Background: an optimization exercise with open tools, aiming at small area, a short achievable clock period and few clock cycles. Do not read the settings as production practice. Where RTL was checked, it was by simulation tests only, not by an equivalence proof against the original. No driver is modelled on the clock port, so clocking that relies on it looks cheaper here than on a real chip. Power figures rest on the tool's default switching activity, not on a simulated workload.

==> inputs of 11-15 <==
Design MIPS, start of the top module:
module MIPS(clk, reset, imem_addr, imem_data, dmem_addr, dmem_wdata, dmem_we, dmem_rdata);
==> module MIPS, before the edit <==
module MIPS(clk, reset, imem_addr, imem_data, dmem_addr, dmem_wdata, dmem_we, dmem_rdata);
	input clk, reset;
	output [31:0] imem_addr;
	input [31:0] imem_data;
	output [31:0] dmem_addr, dmem_wdata;
	output dmem_we;
	input [31:0] dmem_rdata;
	reg [29:0] pc;              
	reg [31:0] ir;              
	reg        v;               
	reg [31:0] m_res, m_wdata;  
	reg [4:0]  m_rd;            
	reg        m_we, m_ld;      
	reg [31:0] rf [1:31];       
	assign imem_addr  = {pc, 2'b00};
	assign dmem_addr  = m_res;
	assign dmem_wdata = m_wdata;
	assign dmem_we    = m_we;
	genvar g, h;
	wire [5:0]  op  = ir[31:26];
	wire [5:0]  fn  = ir[5:0];
	wire [4:0]  rs  = ir[25:21];
	wire [4:0]  rt  = ir[20:16];
	wire [4:0]  rd  = ir[15:11];
	wire [15:0] imm = ir[15:0];
	wire rtype  = (op == 6'b000000);
	wire i_add  = rtype & (fn == 6'b100000);
	wire i_sub  = rtype & (fn == 6'b100010);
	wire i_slt  = rtype & (fn == 6'b101010);
	wire i_jr   = rtype & (fn == 6'b001000);
	wire i_lw   = (op == 6'b100011);
	wire i_sw   = (op == 6'b101011);
	wire i_bne  = (op == 6'b000101);
	wire i_xori = (op == 6'b001110);
	wire i_j    = (op == 6'b000010);
	reg  [3:0]  a_hi, b_hi;
	reg  [7:0]  a_lo, b_lo;
	reg         a_fw, b_fw;
	wire [31:0] sel_a, sel_b;
	assign sel_a[0] = a_fw;
	assign sel_b[0] = b_fw;
	generate
		for (g = 1; g < 32; g = g + 1) begin : sels
			assign sel_a[g] = a_hi[g >> 3] & a_lo[g & 7] & ~a_fw;
			assign sel_b[g] = b_hi[g >> 3] & b_lo[g & 7] & ~b_fw;
		end
	endgenerate
	wire [31:0] wdec;
	dec5 dwr (.x(m_rd), .y(wdec));
	wire [31:0] src [0:31];
	assign src[0] = m_res;
	generate
		for (g = 1; g < 32; g = g + 1) begin : srcs
			assign src[g] = rf[g];
		end
	endgenerate
	wire [31:0] a, b;
	generate
		for (h = 0; h < 32; h = h + 1) begin : rbit
			wire [9:0] ta, tb;
			for (g = 0; g < 10; g = g + 1) begin : grp
				aoi222 ua (.a0(src[3*g][h]), .s0(sel_a[3*g]), .a1(src[3*g+1][h]), .s1(sel_a[3*g+1]),
				           .a2(src[3*g+2][h]), .s2(sel_a[3*g+2]), .y(ta[g]));
				aoi222 ub (.a0(src[3*g][h]), .s0(sel_b[3*g]), .a1(src[3*g+1][h]), .s1(sel_b[3*g+1]),
				           .a2(src[3*g+2][h]), .s2(sel_b[3*g+2]), .y(tb[g]));
			end
			rdtail ra (.t(ta), .a0(src[30][h]), .s0(sel_a[30]), .a1(src[31][h]), .s1(sel_a[31]), .y(a[h]));
			rdtail rb (.t(tb), .a0(src[30][h]), .s0(sel_b[30]), .a1(src[31][h]), .s1(sel_b[31]), .y(b[h]));
		end
	endgenerate
	wire [31:0] res;
	alu32 alu (.a(a), .b(b), .imm(imm), .use_imm(i_lw | i_sw), .do_sub(i_sub | i_slt),
	           .is_xori(i_xori), .is_slt(i_slt), .res(res));
	wire ne;
	neq32 cmp (.a(a), .b(b), .ne(ne));
	wire [29:0] pc_seq, pc_br;
	pcadd pca (.pc(pc), .imm(imm), .seq(pc_seq), .br(pc_br));
	wire s_j   = v & i_j;
	wire s_jr  = v & i_jr;
	wire bnev  = v & i_bne;
	wire s_br  = bnev & ne;
	wire s_seq = ~(s_j | s_jr | s_br);
	wire [29:0] pc_next = ({30{s_j}}   & {pc[29:26], ir[25:0]}) |
	                      ({30{s_jr}}  & a[31:2]) |
	                      ({30{s_br}}  & pc_br) |
	                      ({30{s_seq}} & pc_seq);
	wire       wr_reg = v & (i_add | i_sub | i_slt | i_xori | i_lw);
	wire [4:0] dst    = rtype ? rd : rt;
	wire [4:0] rd_n   = wr_reg ? dst : 5'd0;    
	wire        fwa_n   = (imem_data[25:21] == rd_n) & (rd_n != 5'd0);
	wire        fwb_n   = (imem_data[20:16] == rd_n) & (rd_n != 5'd0);
	always @(posedge clk) begin
		if (reset) begin
			pc   <= 30'd0;
			v    <= 1'b0;
			m_we <= 1'b0;
			m_rd <= 5'd0;
		end else begin
			pc   <= pc_next;
			v    <= 1'b1;
			m_we <= v & i_sw;
			m_rd <= rd_n;
		end
		a_hi    <= 4'b1 << imem_data[25:24];
		a_lo    <= 8'b1 << imem_data[23:21];
		b_hi    <= 4'b1 << imem_data[20:19];
		b_lo    <= 8'b1 << imem_data[18:16];
		a_fw    <= fwa_n;
		b_fw    <= fwb_n;
		ir      <= imem_data;
		m_res   <= res;
		m_wdata <= b;
		m_ld    <= i_lw;
	end
	wire [31:0] wdata = m_ld ? dmem_rdata : m_res;
	integer j;
	always @(posedge clk)
		for (j = 1; j < 32; j = j + 1)
			if (wdec[j]) rf[j] <= wdata;
endmodule
==> flow/config.mk <==
export PLATFORM = sky130hd
export DESIGN_NAME = MIPS
export DESIGN_NICKNAME = MIPS
export VERILOG_FILES = /design/flow/design.v
export SDC_FILE = /design/flow/constraint.sdc
export NUM_CORES = 4
export LEC_CHECK = 0
export CAP_MARGIN = 50
export CORE_MARGIN = 2
export CORE_UTILIZATION = 40
export CTS_CLUSTER_DIAMETER = 100
export CTS_CLUSTER_SIZE = 25
export SLEW_MARGIN = 50
export SYNTH_HIERARCHICAL = 1
==> flow/constraint.sdc <==
create_clock -name core_clock -period 24.0 [get_ports {clk}]
set_input_delay 4.8000 -clock core_clock [delete_from_list [all_inputs] [get_ports {clk}]]
set_output_delay 4.8000 -clock core_clock [all_outputs]
set_load 0.01 [all_outputs]
standard.sh (not shown) runs the stock make flow with config.mk's settings and CLKGATE_MAP_FILE= SYNTH_SCRIPT=/design/flow/synth_recipe.tcl, a recipe that flattens the netlist after the stock synthesis.
==> flow/flow/run.sh <==
#!/bin/bash
set -euo pipefail
bash standard.sh BUFFER_PORTS_ARGS="-buffer_cell sky130_fd_sc_hd__buf_2" \
  POST_CTS_TCL="$PWD/flow/upsize_out.tcl" finish > standard_flow.log 2>&1
==> flow/flow/upsize_out.tcl <==
# POST_CTS hook: the flip-flops that drive output ports (through their port
# buffers) get the strongest drive of their cell type, and the output port
# buffers a stronger buffer, since the wires to the pins are long; then the
# placement is legalized again.
proc net_driver_inst {net} {
  foreach it [$net getITerms] {
    if {[$it isOutputSignal]} { return [$it getInst] }
  }
  return ""
}
set n 0
set block [ord::get_db_block]
foreach bt [$block getBTerms] {
  if {[$bt getIoType] ne "OUTPUT"} { continue }
  set buf [net_driver_inst [$bt getNet]]
  if {$buf eq ""} { continue }
  if {[[$buf getMaster] getName] eq "sky130_fd_sc_hd__buf_2"} {
    replace_cell [$buf getName] sky130_fd_sc_hd__buf_4
  }
  foreach it [$buf getITerms] {
    if {![$it isInputSignal]} { continue }
    set src [net_driver_inst [$it getNet]]
    if {$src eq ""} { continue }
    set ref [[$src getMaster] getName]
    if {[regexp {^sky130_fd_sc_hd__dfxtp_[12]$} $ref]} {
      replace_cell [$src getName] sky130_fd_sc_hd__dfxtp_4
      incr n
    }
  }
}
puts "upsize_out: $n output flip-flops upsized"
detailed_placement
check_placement -verbose
==> 11-02: changes against 11-15 <==
==> flow/design.v (replaced) <==
module MIPS(clk, reset, imem_addr, imem_data, dmem_addr, dmem_wdata, dmem_we, dmem_rdata);
	input clk, reset;
	output [31:0] imem_addr;
	input [31:0] imem_data;
	output [31:0] dmem_addr, dmem_wdata;
	output dmem_we;
	input [31:0] dmem_rdata;
	reg [29:0] pc;              
	reg [31:0] ir;              
	reg        v;               
	reg [31:0] m_res, m_wdata;  
	reg [4:0]  m_rd;            
	reg        m_we, m_ld;      
	reg [31:0] rf [1:31];       
	assign imem_addr  = {pc, 2'b00};
	assign dmem_addr  = m_res;
	assign dmem_wdata = m_wdata;
	assign dmem_we    = m_we;
	wire [5:0]  op  = ir[31:26];
	wire [5:0]  fn  = ir[5:0];
	wire [4:0]  rs  = ir[25:21];
	wire [4:0]  rt  = ir[20:16];
	wire [4:0]  rd  = ir[15:11];
	wire [15:0] imm = ir[15:0];
	wire rtype  = (op == 6'b000000);
	wire i_add  = rtype & (fn == 6'b100000);
	wire i_sub  = rtype & (fn == 6'b100010);
	wire i_slt  = rtype & (fn == 6'b101010);
	wire i_jr   = rtype & (fn == 6'b001000);
	wire i_lw   = (op == 6'b100011);
	wire i_sw   = (op == 6'b101011);
	wire i_bne  = (op == 6'b000101);
	wire i_xori = (op == 6'b001110);
	wire i_j    = (op == 6'b000010);
	wire [31:0] rs_dec, rt_dec, wdec;
	dec5 drs (.x(rs),   .y(rs_dec));
	dec5 drt (.x(rt),   .y(rt_dec));
	dec5 dwr (.x(m_rd), .y(wdec));
	wire fwa = (rs == m_rd) & (m_rd != 5'd0);
	wire fwb = (rt == m_rd) & (m_rd != 5'd0);
	wire [31:0] sel_a = {rs_dec[31:1] & ~wdec[31:1], fwa};
	wire [31:0] sel_b = {rt_dec[31:1] & ~wdec[31:1], fwb};
	wire [31:0] src [0:31];
	assign src[0] = m_res;
	genvar g, h;
	generate
		for (g = 1; g < 32; g = g + 1) begin : srcs
			assign src[g] = rf[g];
		end
	endgenerate
	wire [31:0] a, b;
	generate
		for (h = 0; h < 32; h = h + 1) begin : rbit
			wire [10:0] ta, tb;
			for (g = 0; g < 11; g = g + 1) begin : grp
				aoi222 ua (.a0(src[3*g][h]), .s0(sel_a[3*g]), .a1(src[3*g+1][h]), .s1(sel_a[3*g+1]),
				           .a2(g < 10 ? src[3*g+2][h] : 1'b0), .s2(g < 10 ? sel_a[3*g+2] : 1'b0), .y(ta[g]));
				aoi222 ub (.a0(src[3*g][h]), .s0(sel_b[3*g]), .a1(src[3*g+1][h]), .s1(sel_b[3*g+1]),
				           .a2(g < 10 ? src[3*g+2][h] : 1'b0), .s2(g < 10 ? sel_b[3*g+2] : 1'b0), .y(tb[g]));
			end
			nand11 ra (.x(ta), .y(a[h]));
			nand11 rb (.x(tb), .y(b[h]));
		end
	endgenerate
	wire [31:0] res;
	alu32 alu (.a(a), .b(b), .imm(imm), .use_imm(i_lw | i_sw), .do_sub(i_sub | i_slt),
	           .is_xori(i_xori), .is_slt(i_slt), .res(res));
	wire ne;
	neq32 cmp (.a(a), .b(b), .ne(ne));
	wire [29:0] pc_seq, pc_br;
	pcadd pca (.pc(pc), .imm(imm), .seq(pc_seq), .br(pc_br));
	wire s_j   = v & i_j;
	wire s_jr  = v & i_jr;
	wire bnev  = v & i_bne;
	wire s_br  = bnev & ne;
	wire s_seq = ~(s_j | s_jr | s_br);
	wire [29:0] pc_next = ({30{s_j}}   & {pc[29:26], ir[25:0]}) |
	                      ({30{s_jr}}  & a[31:2]) |
	                      ({30{s_br}}  & pc_br) |
	                      ({30{s_seq}} & pc_seq);
	wire       wr_reg = v & (i_add | i_sub | i_slt | i_xori | i_lw);
	wire [4:0] dst    = rtype ? rd : rt;
	always @(posedge clk) begin
		if (reset) begin
			pc   <= 30'd0;
			v    <= 1'b0;
			m_we <= 1'b0;
			m_rd <= 5'd0;
		end else begin
			pc   <= pc_next;
			v    <= 1'b1;
			m_we <= v & i_sw;
			m_rd <= wr_reg ? dst : 5'd0;
		end
		ir      <= imem_data;
		m_res   <= res;
		m_wdata <= b;
		m_ld    <= i_lw;
	end
	wire [31:0] wdata = m_ld ? dmem_rdata : m_res;
	integer j;
	always @(posedge clk)
		for (j = 1; j < 32; j = j + 1)
			if (wdec[j]) rf[j] <= wdata;
endmodule
module dec5(x, y);
	input [4:0] x;
	output [31:0] y;
	assign y = 32'b1 << x;
endmodule
module aoi222(a0, s0, a1, s1, a2, s2, y);
	input a0, s0, a1, s1, a2, s2;
	output y;
	assign y = ~((a0 & s0) | (a1 & s1) | (a2 & s2));
endmodule
module nand11(x, y);
	input [10:0] x;
	output y;
	assign y = ~&x;
endmodule
module alu32(a, b, imm, use_imm, do_sub, is_xori, is_slt, res);
	input [31:0] a, b;
	input [15:0] imm;
	input use_imm, do_sub, is_xori, is_slt;
	output [31:0] res;
	wire [31:0] addb = use_imm ? {{16{imm[15]}}, imm} : (do_sub ? ~b : b);
	wire [31:0] sum  = a + addb + {31'b0, do_sub};
	wire        lt   = (a[31] ^ b[31]) ? a[31] : sum[31];
	assign res = is_xori ? {a[31:16], a[15:0] ^ imm} :
	             is_slt  ? {31'b0, lt} : sum;
endmodule
module neq32(a, b, ne);
	input [31:0] a, b;
	output ne;
	assign ne = |(a ^ b);
endmodule
module pcadd(pc, imm, seq, br);
	input [29:0] pc;
	input [15:0] imm;
	output [29:0] seq, br;
	assign seq = pc + 30'd1;
	assign br  = pc + {{14{imm[15]}}, imm};
endmodule
==> flow/run.sh (new file) <==
#!/bin/bash
# synth_recipe.tcl (not shown) runs the flow's synth.tcl, then flattens the netlist and writes it again
# the make line also repeats each setting of config.mk as NAME=value (left out here)
make -C /OpenROAD-flow-scripts/flow DESIGN_CONFIG=/design/flow/config.mk WORK_HOME=/design/flow/orfs CLKGATE_MAP_FILE= SYNTH_SCRIPT=/design/flow/synth_recipe.tcl finish
CAP_MARGIN = 70   (was 50)
CTS_CLUSTER_DIAMETER = not set   (was 100)
CTS_CLUSTER_SIZE = not set   (was 25)
SLEW_MARGIN = 70   (was 50)
removed: flow/flow/run.sh
removed: flow/flow/upsize_out.tcl
removed: flow/standard.sh
==> 08-19: changes against 11-15 <==
--- a/flow/design.v
+++ b/flow/design.v
@@ -14,11 +14,10 @@
 	reg [31:0] rf [1:31];       
 	assign imem_addr  = {pc, 2'b00};
 	assign dmem_addr  = m_res;
 	assign dmem_wdata = m_wdata;
 	assign dmem_we    = m_we;
-	genvar g, h;
 	wire [5:0]  op  = ir[31:26];
 	wire [5:0]  fn  = ir[5:0];
 	wire [4:0]  rs  = ir[25:21];
 	wire [4:0]  rt  = ir[20:16];
 	wire [4:0]  rd  = ir[15:11];
@@ -31,26 +30,16 @@
 	wire i_lw   = (op == 6'b100011);
 	wire i_sw   = (op == 6'b101011);
 	wire i_bne  = (op == 6'b000101);
 	wire i_xori = (op == 6'b001110);
 	wire i_j    = (op == 6'b000010);
-	reg  [3:0]  a_hi, b_hi;
-	reg  [7:0]  a_lo, b_lo;
-	reg         a_fw, b_fw;
-	wire [31:0] sel_a, sel_b;
-	assign sel_a[0] = a_fw;
-	assign sel_b[0] = b_fw;
-	generate
-		for (g = 1; g < 32; g = g + 1) begin : sels
-			assign sel_a[g] = a_hi[g >> 3] & a_lo[g & 7] & ~a_fw;
-			assign sel_b[g] = b_hi[g >> 3] & b_lo[g & 7] & ~b_fw;
-		end
-	endgenerate
+	reg  [31:0] sel_a, sel_b;
 	wire [31:0] wdec;
 	dec5 dwr (.x(m_rd), .y(wdec));
 	wire [31:0] src [0:31];
 	assign src[0] = m_res;
+	genvar g, h;
 	generate
 		for (g = 1; g < 32; g = g + 1) begin : srcs
 			assign src[g] = rf[g];
 		end
 	endgenerate
@@ -85,12 +74,18 @@
 	                      ({30{s_br}}  & pc_br) |
 	                      ({30{s_seq}} & pc_seq);
 	wire       wr_reg = v & (i_add | i_sub | i_slt | i_xori | i_lw);
 	wire [4:0] dst    = rtype ? rd : rt;
 	wire [4:0] rd_n   = wr_reg ? dst : 5'd0;    
+	wire [31:0] nrs_dec, nrt_dec, ndst_dec;
+	dec5 dns (.x(imem_data[25:21]), .y(nrs_dec));
+	dec5 dnt (.x(imem_data[20:16]), .y(nrt_dec));
+	dec5 dnd (.x(rd_n), .y(ndst_dec));
 	wire        fwa_n   = (imem_data[25:21] == rd_n) & (rd_n != 5'd0);
 	wire        fwb_n   = (imem_data[20:16] == rd_n) & (rd_n != 5'd0);
+	wire [31:0] sel_a_n = {nrs_dec[31:1] & ~ndst_dec[31:1], fwa_n};
+	wire [31:0] sel_b_n = {nrt_dec[31:1] & ~ndst_dec[31:1], fwb_n};
 	always @(posedge clk) begin
 		if (reset) begin
 			pc   <= 30'd0;
 			v    <= 1'b0;
 			m_we <= 1'b0;
@@ -99,16 +94,12 @@
 			pc   <= pc_next;
 			v    <= 1'b1;
 			m_we <= v & i_sw;
 			m_rd <= rd_n;
 		end
-		a_hi    <= 4'b1 << imem_data[25:24];
-		a_lo    <= 8'b1 << imem_data[23:21];
-		b_hi    <= 4'b1 << imem_data[20:19];
-		b_lo    <= 8'b1 << imem_data[18:16];
-		a_fw    <= fwa_n;
-		b_fw    <= fwb_n;
+		sel_a   <= sel_a_n;
+		sel_b   <= sel_b_n;
 		ir      <= imem_data;
 		m_res   <= res;
 		m_wdata <= b;
 		m_ld    <= i_lw;
 	end
==> flow/flow/upsize_out.tcl (replaced) <==
# POST_CTS hook: the flip-flops that drive output ports (through their port
# buffers) get the strongest drive of their cell type, since their wires to
# the pins are long; then the placement is legalized again.
proc net_driver_inst {net} {
  foreach it [$net getITerms] {
    if {[$it isOutputSignal]} { return [$it getInst] }
  }
  return ""
}
set n 0
set block [ord::get_db_block]
foreach bt [$block getBTerms] {
  if {[$bt getIoType] ne "OUTPUT"} { continue }
  set buf [net_driver_inst [$bt getNet]]
  if {$buf eq ""} { continue }
  foreach it [$buf getITerms] {
    if {![$it isInputSignal]} { continue }
    set src [net_driver_inst [$it getNet]]
    if {$src eq ""} { continue }
    set ref [[$src getMaster] getName]
    if {[regexp {^sky130_fd_sc_hd__dfxtp_[12]$} $ref]} {
      replace_cell [$src getName] sky130_fd_sc_hd__dfxtp_4
      incr n
    }
  }
}
puts "upsize_out: $n output flip-flops upsized"
detailed_placement
check_placement -verbose
CORE_UTILIZATION = 60   (was 40)
PLACE_DENSITY = 0.72   (was not set)
==> impl_metrics.py <==
metrics = {
    "status": {
        "outcome": "no timing/DRC/antenna violations",
    },
    "pwr": {
        "pg_comb_w": 0.000763,
        "powerDensity_nw_per_um2": 80.9,
    },
    "logic_synthesis": {
        "netlist_area_sq_um": 48700,
        "syn_area_per_cell_sq_um": 15.8,
    },
    "layout": {
        "final_cells": 5034,
        "seq_share": 0.611,
        "post_route_cells_drive_above_1_share": 0.177,
        "final_design_area_no_fill_sq_um": 54600,
        "nFlopsAndLatches": 1152,
        "nets": 3491,
        "layout.nonclk_buf_frac": 0.0349,
        "layout-area-overhead-vs-synth_pct": 12.1,
        "layout.clock_buffers": 91,
    },
    "worst_setup_path": {
        "critical_path.endpoint": "m_res[0]$_DFF_P_",
        "path_delay_family": "compound AO/OA/AOI/OAI gates",
        "critPathMaxStageDelay_ps": 770,
    },
    "floorplanning": {
        "die-height_microns": 353,
        "floorplan.die_area_sq_um": 125000,
    },
    "global_route": {
        "grtUsageMet1": 0.383,
    },
}
(the above is from 11-15)
==> impl_metrics.py <==
metrics = {
    "layout": {
        "nFlopsAndLatches": 1190,
        "post_route_cells_drive_above_1_share": 0.169,
        "seq_share": 0.617,
        "nets": 3674,
        "layout-area-overhead-vs-synth_pct": 10.5,
        "final_cells": 4663,
        "layout.nonclk_buf_frac": 0.0365,
        "final_design_area_no_fill_sq_um": 55200,
    },
    "pwr": {
        "powerDensity_nw_per_um2": 80.2,
        "leakagePower_nw": 18.7,
        "pg_comb_w": 0.000712,
    },
    "logic_synthesis": {
        "netlist_area_sq_um": 50000,
        "syn_area_per_cell_sq_um": 15.3,
    },
    "timing": {
        "timing.final.crit_share": 0.257,
    },
    "floorplanning": {
        "die-height_microns": 293,
        "floorplan.die_area_sq_um": 85600,
    },
    "status": {
        "outcome": "no timing/DRC/antenna violations",
    },
    "worst_setup_path": {
        "critical_path.endpoint": "dmem_addr[13]",
        "critPathMaxStageDelay_ps": 480,
        "path_delay_family": "flip-flops",
    },
    "global_route": {
        "grtUsageMet1": 0.590,
    },
}
(the above is from 08-19)
==> impl_metrics.py <==
metrics = {
    "status": {
        "outcome": "no timing/DRC/antenna violations",
    },
    "layout": {
        "post_route_cells_drive_above_1_share": 0.145,
        "final_design_area_no_fill_sq_um": 59700,
        "seq_share": 0.544,
        "nFlopsAndLatches": 1126,
        "nets": 3948,
    },
    "floorplanning": {
        "floorplan.die_area_sq_um": 125000,
        "die-height_microns": 354,
    },
    "pwr": {
        "pg_comb_w": 0.000866,
        "powerDensity_nw_per_um2": 87.6,
    },
    "logic_synthesis": {
        "syn_area_per_cell_sq_um": 14.8,
        "netlist_area_sq_um": 49000,
    },
    "worst_setup_path": {
        "path_delay_family": "buffers and inverters",
        "critPathMaxStageDelay_ps": 680,
    },
    "global_route": {
        "grtUsageMet1": 0.395,
    },
}
(the above is from 11-02)
Testbench counts of 08-19, summed over its fixed seeds: cycles 63,693.
The RTL of 11-15 and 11-02 was laid out without a check of its function.

[static timing again, ports no longer ideal]
How much do the figures lean on ideal ports? The routed layouts below were timed once more, with nothing changed but the port constraints.
Step 1, drivers: a clkbuf_16 drives clk and a buf_2 each remaining input, both assumed.
Step 2 also shifts input and output timing later by t, the mid clock arrival at the registers, as if the neighbouring blocks saw the same clock.
a / b / c = ideal ports / drivers / drivers and shift; a / b = the first two.
run | t (ns) | slack for setup (ns) | clock arrival spread, ns | worst data-port slew with drivers (ns) | cell pins on the clock port's net
11-15 | 0.776 | 17.718 / 17.718 / 17.718 | 0.056 / 0.055 | 0.08 | 1
11-02 | 0.801 | 17.202 / 17.121 / 17.694 | 0.042 / 0.041 | 0.12 | 1
08-19 | 0.760 | 17.834 / 17.761 / 17.846 | 0.044 / 0.043 | 0.18 | 1
After both steps every run listed still meets setup and hold.
